What follows belongs to an exercise in optimizing a design on an open flow for small area; a production flow would make more cautious choices. Function was checked by simulation only, so behaviour that the tests miss may differ from the original.

## piso_tge
module piso_tge (
    input  wire          clk,
    input  wire          ce,
    input  wire          rst,
    input  wire [1023:0] i_parallel,
    output wire [63:0]   o_serial,
    input  wire          fifo_empty,
    output wire          fifo_re,
    output wire          valid
);
clock: 3.0 ns
lec_check: 0
cap_margin: 20
core_area: 4 4 176 176
die_area: 0 0 180 180
slew_margin: 20
synth_hierarchical: 1
standard.sh (not shown) runs the stock make flow with config.mk's settings and CLKGATE_MAP_FILE= SYNTH_SCRIPT=/design/flow/synth_recipe.tcl, a recipe that flattens the netlist after the stock synthesis.
==> flow/flow/run.sh <==
#!/bin/bash
# Standard ORFS layout, with the port buffers inserted as buf_1 cells
# (the default picks clkdlybuf4s50_1, 2.7x the area).
set -euo pipefail
export BUFFER_PORTS_ARGS="-buffer_cell sky130_fd_sc_hd__buf_1"
bash standard.sh finish > standard.log 2>&1
The baseline stopped in 3_2_place_iop (PPL-0024).
Edit:
==> flow/flow/run.sh (replaced) <==
#!/bin/bash
# Standard ORFS layout, with these changes:
#  - the port buffers are inserted as buf_1 cells (the default picks
#    clkdlybuf4s50_1, 2.7x the area);
#  - IO pins may sit on adjacent routing tracks, so the die can be smaller;
#  - the clock pin is placed first, mid left edge, with the tracks next to it
#    kept free of other pins.
set -euo pipefail
DIE_H=$(sed -n 's/^export DIE_AREA *= *[0-9.]* [0-9.]* [0-9.]* \([0-9.]*\).*/\1/p' config.mk)
MID=$(python3 -c "print(round($DIE_H/2, 2))")
LO=$(python3 -c "print(int($DIE_H/2 - 2))")
HI=$(python3 -c "print(int($DIE_H/2 + 3))")
cat > pre_io.tcl <<EOT
place_pin -pin_name clk -layer met3 -location {0.4 $MID} -force_to_die_boundary
EOT
export PRE_IO_PLACEMENT_TCL=$PWD/pre_io.tcl
export BUFFER_PORTS_ARGS="-buffer_cell sky130_fd_sc_hd__buf_1"
export PLACE_PINS_ARGS="-min_distance 1 -min_distance_in_tracks -exclude left:$LO-$HI"
bash standard.sh finish > standard.log 2>&1
Settings changed: CORE_AREA 4 4 176 176 to 4 4 168 168, DIE_AREA 0 0 180 180 to 0 0 172 172.
Result:
- This time the run completed without violations
- synthesized area does not change
- synthesized cell count is unchanged

---

piso_tge, a different RTL version from the one above (not shown whole).
Size: roughly 620 cells after synthesis, about 72 flip-flops, about 1,100 I/O pins, ~0.0060 sq mm of cells after synthesis.
==> flow/config.mk <==
export PLATFORM = sky130hd
export DESIGN_NAME = piso_tge
export DESIGN_NICKNAME = piso_tge
export VERILOG_FILES = /design/flow/design.v
export SDC_FILE = /design/flow/constraint.sdc
export NUM_CORES = 4
export LEC_CHECK = 0
export CAP_MARGIN = 20
export CORE_AREA = 4 4 168 168
export CTS_BUF_LIST = sky130_fd_sc_hd__clkbuf_4 sky130_fd_sc_hd__clkbuf_8
export DIE_AREA = 0 0 172 172
export SLEW_MARGIN = 20
export SYNTH_HIERARCHICAL = 1
==> flow/constraint.sdc <==
create_clock -name core_clock -period 3.0 [get_ports {clk}]
set_input_delay 0.6000 -clock core_clock [delete_from_list [all_inputs] [get_ports {clk}]]
set_output_delay 0.6000 -clock core_clock [all_outputs]
set_load 0.01 [all_outputs]
==> flow/flow/run.sh <==
#!/bin/bash
# Standard ORFS layout, with these changes:
#  - the port buffers are inserted as buf_1 cells (the default picks
#    clkdlybuf4s50_1, 2.7x the area);
#  - IO pins may sit on adjacent routing tracks, so the die can be smaller;
#  - the clock pin is placed first, mid left edge, with the tracks next to it
#    kept free of other pins.
set -euo pipefail
DIE_H=$(sed -n 's/^export DIE_AREA *= *[0-9.]* [0-9.]* [0-9.]* \([0-9.]*\).*/\1/p' config.mk)
MID=$(python3 -c "print(round($DIE_H/2, 2))")
LO=$(python3 -c "print(int($DIE_H/2 - 2))")
HI=$(python3 -c "print(int($DIE_H/2 + 3))")
cat > pre_io.tcl <<EOT
place_pin -pin_name clk -layer met3 -location {0.4 $MID} -force_to_die_boundary
EOT
export PRE_IO_PLACEMENT_TCL=$PWD/pre_io.tcl
export BUFFER_PORTS_ARGS="-buffer_cell sky130_fd_sc_hd__buf_1"
export PLACE_PINS_ARGS="-min_distance 1 -min_distance_in_tracks -exclude left:$LO-$HI"
bash standard.sh finish > standard.log 2>&1
The first run passed the timing, design-rule and antenna checks.
Edit:
--- a/flow/flow/run.sh
+++ b/flow/flow/run.sh
@@ -5,5 +5,7 @@
 #  - IO pins may sit on adjacent routing tracks, so the die can be smaller;
 #  - the clock pin is placed first, mid left edge, with the tracks next to it
-#    kept free of other pins.
+#    kept free of other pins;
+#  - after global placement each input buffer is moved halfway towards its pin
+#    (near_pins.tcl), so the port nets are shorter and need fewer antenna diodes.
 set -euo pipefail
 DIE_H=$(sed -n 's/^export DIE_AREA *= *[0-9.]* [0-9.]* [0-9.]* \([0-9.]*\).*/\1/p' config.mk)
@@ -15,4 +17,5 @@
 EOT
 export PRE_IO_PLACEMENT_TCL=$PWD/pre_io.tcl
+export POST_GLOBAL_PLACE_TCL=$PWD/flow/near_pins.tcl
 export BUFFER_PORTS_ARGS="-buffer_cell sky130_fd_sc_hd__buf_1"
 export PLACE_PINS_ARGS="-min_distance 1 -min_distance_in_tracks -exclude left:$LO-$HI"
==> flow/flow/near_pins.tcl (new file) <==
# After global placement: move each input port buffer halfway towards its pin, so
# the unbuffered port net is shorter and rarely needs an antenna diode. Detailed
# placement legalizes the result.
set block [ord::get_db_block]
set core [$block getCoreArea]
set cx0 [$core xMin]; set cy0 [$core yMin]
set cx1 [$core xMax]; set cy1 [$core yMax]
set moved 0
foreach bterm [$block getBTerms] {
  if {[$bterm getIoType] ne "INPUT"} { continue }
  set net [$bterm getNet]
  if {$net eq "NULL"} { continue }
  if {[$bterm getName] eq "clk"} { continue }
  set iterms [$net getITerms]
  if {[llength $iterms] != 1} { continue }
  set inst [[lindex $iterms 0] getInst]
  if {![string match "*buf*" [[$inst getMaster] getName]]} { continue }
  set bb [$bterm getBBox]
  set px [expr {([$bb xMin] + [$bb xMax]) / 2}]
  set py [expr {([$bb yMin] + [$bb yMax]) / 2}]
  set w [[$inst getMaster] getWidth]
  set h [[$inst getMaster] getHeight]
  set ox [lindex [$inst getLocation] 0]; set oy [lindex [$inst getLocation] 1]
  set px [expr {($px + $ox) / 2}]; set py [expr {($py + $oy) / 2}]
  set x [expr {max($cx0, min($cx1 - $w, $px - $w / 2))}]
  set y [expr {max($cy0, min($cy1 - $h, $py - $h / 2))}]
  $inst setLocation $x $y
  $inst setPlacementStatus PLACED
  incr moved
}
puts "near_pins: moved $moved input buffers next to their pins"
What happened: The new run went through all stages and came out clean; clock skew barely changes; count of clock-buffer cells in the layout is unchanged; cell count came out lower by about 3.3%.

[separate check: timing with driven ports]
The results above use ideal ports. As a check the final layouts listed here were re-extracted and re-timed, cells and wires unchanged.
Step 1 (the two cells are an assumption about what drives the block):
set clk [get_ports {clk}]
set_driving_cell -lib_cell sky130_fd_sc_hd__clkbuf_16 $clk
set_driving_cell -lib_cell sky130_fd_sc_hd__buf_2 [delete_from_list [all_inputs] $clk]
Step 2 moves the port delays by t, midway between the first and last clock arrival at a register: inputs arrive t later, outputs are due t later. That takes back most of the time a late clock gives input paths.
Three values: ideal ports, drivers, drivers and shift; two values: the first two.
run	shift t [ns]	slack for setup (ns)	hold slack, ns	worst register clock-pin slew, ns	worst data-port slew with drivers (ns)
the second run of note 1	0.386	0.398 / 0.398 / 0.398	0.328 / 0.328 / 0.328	0.07 / 0.07	0.19
the first run of note 2	0.410	0.414 / 0.414 / 0.414	0.333 / 0.333 / 0.333	0.10 / 0.10	0.16
the second run of note 2	0.407	0.380 / 0.380 / 0.380	0.323 / 0.323 / 0.323	0.10 / 0.10	0.13
After both steps every run listed still meets setup and hold.
